Context: an optimization exercise on an open-source flow, tuned for small area, a short achievable clock period and few clock cycles per item. The choices shown serve that exercise and are no tape-out recipe.
The RTL was checked by simulation tests, not by an equivalence proof against the original design.

Design idct_top, start of the top module:
module idct_top (
    input clk,
    input rst,
    input in_valid,
    input signed [15:0] F_in,
    output in_ready,
    output reg [7:0] idct_out,
    output reg out_valid
);
    reg rdy, iv, t63;
    reg signed [15:0] fd;
    reg [2:0] idx;                       
    reg [5:0] cnt;
    reg [6:0] age;
    assign in_ready = rdy;
    wire take = in_valid & rdy;
    wire [5:0] cnt_n = take ? cnt + 6'd1 : cnt;
    wire [6:0] age_n = (take && cnt == 6'd63) ? 7'd1 : (age == 7'd127 ? age : age + 7'd1);
    wire last_ok = (age_n == 7'd64) || (age_n >= 7'd114);
    always @(posedge clk or posedge rst) begin
        if (rst) begin
            rdy <= 1'b0;
            iv  <= 1'b0;
            t63 <= 1'b0;
            cnt <= 6'd0;
            age <= 7'd127;
        end else begin
            rdy <= ~(cnt_n == 6'd63 && !last_ok);
            iv  <= take;
            t63 <= take && cnt == 6'd63;
            cnt <= cnt_n;
            age <= age_n;
        end
    end
    always @(posedge clk) begin
        fd  <= take ? F_in : 16'sd0;
        idx <= cnt[2:0];
    end
    wire rdone;
    wire [8*24-1:0] racc;
    mac_unit #(.AW(24)) row_mac (
        .clk(clk), .rst(rst), .in_v(iv), .k(idx), .x(fd),
        .done(rdone), .acc_flat(racc)
    );
    reg [127:0] gsr;
    reg g_act, gwm;
    reg [2:0] gsc, gsu, rowc;
    integer i;
    always @(posedge clk) begin
        if (rdone) begin
            for (i = 0; i < 8; i = i + 1)
                gsr[16*i +: 16] <= racc[24*i + 8 +: 16];
        end else
            gsr <= gsr >> 16;
    end
    always @(posedge clk or posedge rst) begin
        if (rst) begin
            g_act <= 1'b0;
            gwm   <= 1'b0;
            gsc   <= 3'd0;
            gsu   <= 3'd0;
            rowc  <= 3'd0;
  ...
==> module idct_top, before the edit <==
module idct_top (
    input clk,
    input rst,
    input in_valid,
    input signed [15:0] F_in,
    output in_ready,
    output reg [7:0] idct_out,
    output reg out_valid
);
    reg rdy, iv, t63;
    reg signed [15:0] fd;
    reg [2:0] idx;                       
    reg [5:0] cnt;
    reg [6:0] age;
    assign in_ready = rdy;
    wire take = in_valid & rdy;
    wire [5:0] cnt_n = take ? cnt + 6'd1 : cnt;
    wire [6:0] age_n = (take && cnt == 6'd63) ? 7'd1 : (age == 7'd127 ? age : age + 7'd1);
    wire last_ok = (age_n == 7'd64) || (age_n >= 7'd114);
    always @(posedge clk or posedge rst) begin
        if (rst) begin
            rdy <= 1'b0;
            iv  <= 1'b0;
            t63 <= 1'b0;
            cnt <= 6'd0;
            age <= 7'd127;
        end else begin
            rdy <= ~(cnt_n == 6'd63 && !last_ok);
            iv  <= take;
            t63 <= take && cnt == 6'd63;
            cnt <= cnt_n;
            age <= age_n;
        end
    end
    always @(posedge clk) begin
        fd  <= take ? F_in : 16'sd0;
        idx <= cnt[2:0];
    end
    wire rdone;
    wire [8*24-1:0] racc;
    mac_unit #(.AW(24)) row_mac (
        .clk(clk), .rst(rst), .in_v(iv), .k(idx), .x(fd),
        .done(rdone), .acc_flat(racc)
    );
    reg [127:0] gsr;
    reg g_act, gwm;
    reg [2:0] gsc, gsu, rowc;
    integer i;
    always @(posedge clk) begin
        if (rdone) begin
            for (i = 0; i < 8; i = i + 1)
                gsr[16*i +: 16] <= racc[24*i + 8 +: 16];
        end else
            gsr <= gsr >> 16;
    end
    always @(posedge clk or posedge rst) begin
        if (rst) begin
            g_act <= 1'b0;
            gwm   <= 1'b0;
            gsc   <= 3'd0;
            gsu   <= 3'd0;
            rowc  <= 3'd0;
        end else begin
            if (g_act && gsc == 3'd7 && gsu == 3'd7) gwm <= ~gwm;
            if (rdone) begin
                g_act <= 1'b1;
                gsc   <= 3'd0;
                gsu   <= rowc;
                rowc  <= rowc + 3'd1;
            end else if (g_act) begin
                gsc <= gsc + 3'd1;
                if (gsc == 3'd7) g_act <= 1'b0;
            end
        end
    end
    wire r_act;
    wire [5:0] rc;
    reg grm;
    wire [15:0] gdata;
    idct_fsm rseq (.clk(clk), .rst(rst), .start(t63), .busy(r_act), .cnt(rc));
    row_buffer #(.W(16)) gbuf (
        .clk(clk),
        .write_enable(g_act),
        .wr_index(gwm ? {gsc, gsu} : {gsu, gsc}),
        .data_in(gsr[15:0]),
        .rd_index(grm ? {rc[5:3], rc[2:0]} : {rc[2:0], rc[5:3]}),
        .data_out(gdata)
    );
    reg signed [15:0] gr;
    reg [2:0] gk;
    reg gv;
    always @(posedge clk or posedge rst) begin
        if (rst) begin
            grm <= 1'b0;
            gv  <= 1'b0;
        end else begin
            if (t63) grm <= gwm;
            gv <= r_act;
        end
    end
    always @(posedge clk) begin
        gr <= gdata;
        gk <= rc[2:0];
    end
    wire cdone;
    wire [8*27-1:0] cacc;
    mac_unit #(.AW(27)) col_mac (
        .clk(clk), .rst(rst), .in_v(gv), .k(gk), .x(gr),
        .done(cdone), .acc_flat(cacc)
    );
    wire [63:0] pix;
    genvar g;
    generate
        for (g = 0; g < 8; g = g + 1) begin : sc
            output_scaler os (.idct_value(cacc[27*g +: 27]), .pixel_out(pix[8*g +: 8]));
        end
    endgenerate
    reg [63:0] psr;
    reg [2:0] colc;
    always @(posedge clk) begin
        if (cdone) psr <= pix;
        else       psr <= psr >> 8;
    end
    reg [5:0] pc;
    reg pend, o_act;
    wire load0 = cdone && colc == 3'd0;
    wire [5:0] pc2 = pc - 6'd7;
    wire [5:0] pc3 = pc - 6'd21;
    wire [7:0] q1, q2, q3;
    perm_stage #(.W(8), .A(3), .B(0)) ps1 (.clk(clk), .pos(pc),  .din(psr[7:0]), .dout(q1));
    perm_stage #(.W(8), .A(4), .B(1)) ps2 (.clk(clk), .pos(pc2), .din(q1),       .dout(q2));
    perm_stage #(.W(8), .A(5), .B(2)) ps3 (.clk(clk), .pos(pc3), .din(q2),       .dout(q3));
    always @(posedge clk or posedge rst) begin
        if (rst) begin
            colc      <= 3'd0;
            pc        <= 6'd0;
            pend      <= 1'b0;
            o_act     <= 1'b0;
            out_valid <= 1'b0;
        end else begin
            if (cdone) colc <= colc + 3'd1;
            pc <= load0 ? 6'd0 : pc + 6'd1;
            if (pc == 6'd48) o_act <= pend;
            if (load0) pend <= 1'b1;
            else if (pc == 6'd48) pend <= 1'b0;
            out_valid <= o_act;
        end
    end
    always @(posedge clk) idct_out <= q3;
endmodule
clock: 12.0 ns
lec_check: 0
cap_margin: 20
core_margin: 2
core_utilization: 40
place_density: 0.6
slew_margin: 20
run.sh (not shown) runs the stock make flow with config.mk's settings and CLKGATE_MAP_FILE= SYNTH_SCRIPT=/design/flow/synth_recipe.tcl, a recipe that flattens the netlist after the stock synthesis.
Testbench counts at the start, summed over its fixed seeds: cycles 7,160, blocks 96.
==> next run, changes <==
--- a/flow/design.v
+++ b/flow/design.v
@@ -193,20 +193,21 @@
     reg [6:0] age;
     assign in_ready = rdy;
     wire take = in_valid & rdy;
     wire [5:0] cnt_n = take ? cnt + 6'd1 : cnt;
     wire [6:0] age_n = (take && cnt == 6'd63) ? 7'd1 : (age == 7'd127 ? age : age + 7'd1);
-    wire last_ok = (age_n == 7'd64) || (age_n >= 7'd114);
+    wire next_last = take ? (cnt == 6'd62) : (cnt == 6'd63);
+    wire last_ok = (age == 7'd63) || (age >= 7'd113);
     always @(posedge clk or posedge rst) begin
         if (rst) begin
             rdy <= 1'b0;
             iv  <= 1'b0;
             t63 <= 1'b0;
             cnt <= 6'd0;
             age <= 7'd127;
         end else begin
-            rdy <= ~(cnt_n == 6'd63 && !last_ok);
+            rdy <= ~(next_last && !last_ok);
             iv  <= take;
             t63 <= take && cnt == 6'd63;
             cnt <= cnt_n;
             age <= age_n;
         end
After rerunning: The changed run finished with timing, DRC and antenna clean. Fmax goes down by 2.9%. Synthesized cell count drops by 4.1%. Critical path depth went down by 9. Wire length goes down by 4.6%. Sequential share of layout area rises by 1.1 points. Setup slack is worse by 0.15 ns. Utilization is about the same. Clock skew goes down by 0.0074 ns. Synthesized area falls by about 2.5%.
Testbench counts after the change, summed over its fixed seeds: cycles 7,160, blocks 96.

[what the ideal ports hide]
No port has a modelled driver above. Below, the same layouts with a new extraction and two added sets of constraints. Step 1 assumes that a clkbuf_16 drives the clock port and a buf_2 every other input. Step 2 adds t to the input delays and takes it off the output delays; t is the mean of the earliest and latest rising clock arrival at the registers after step 1. Input paths then give back, and output paths get back, about the clock's delay inside the block. a / b / c = ideal ports / drivers / drivers and shift; a / b = the first two.
| run | t (ns) | setup slack, ns | hold WS [ns] | worst register clock-pin slew, ns | pins driven straight from the clock port |
|---|---|---|---|---|---|
| the first run | 0.982 | 7.017 / 7.017 / 6.795 | 0.317 / 0.317 / 0.317 | 0.08 / 0.08 | 1 |
| the second run | 0.965 | 6.870 / 6.870 / 6.870 | 0.302 / 0.302 / 0.302 | 0.07 / 0.07 | 1 |
After both steps setup and hold are still met in every run listed. For the first run, which loses most, drivers alone change the setup slack by 0.000 ns; drivers and shift together by -0.222 ns.
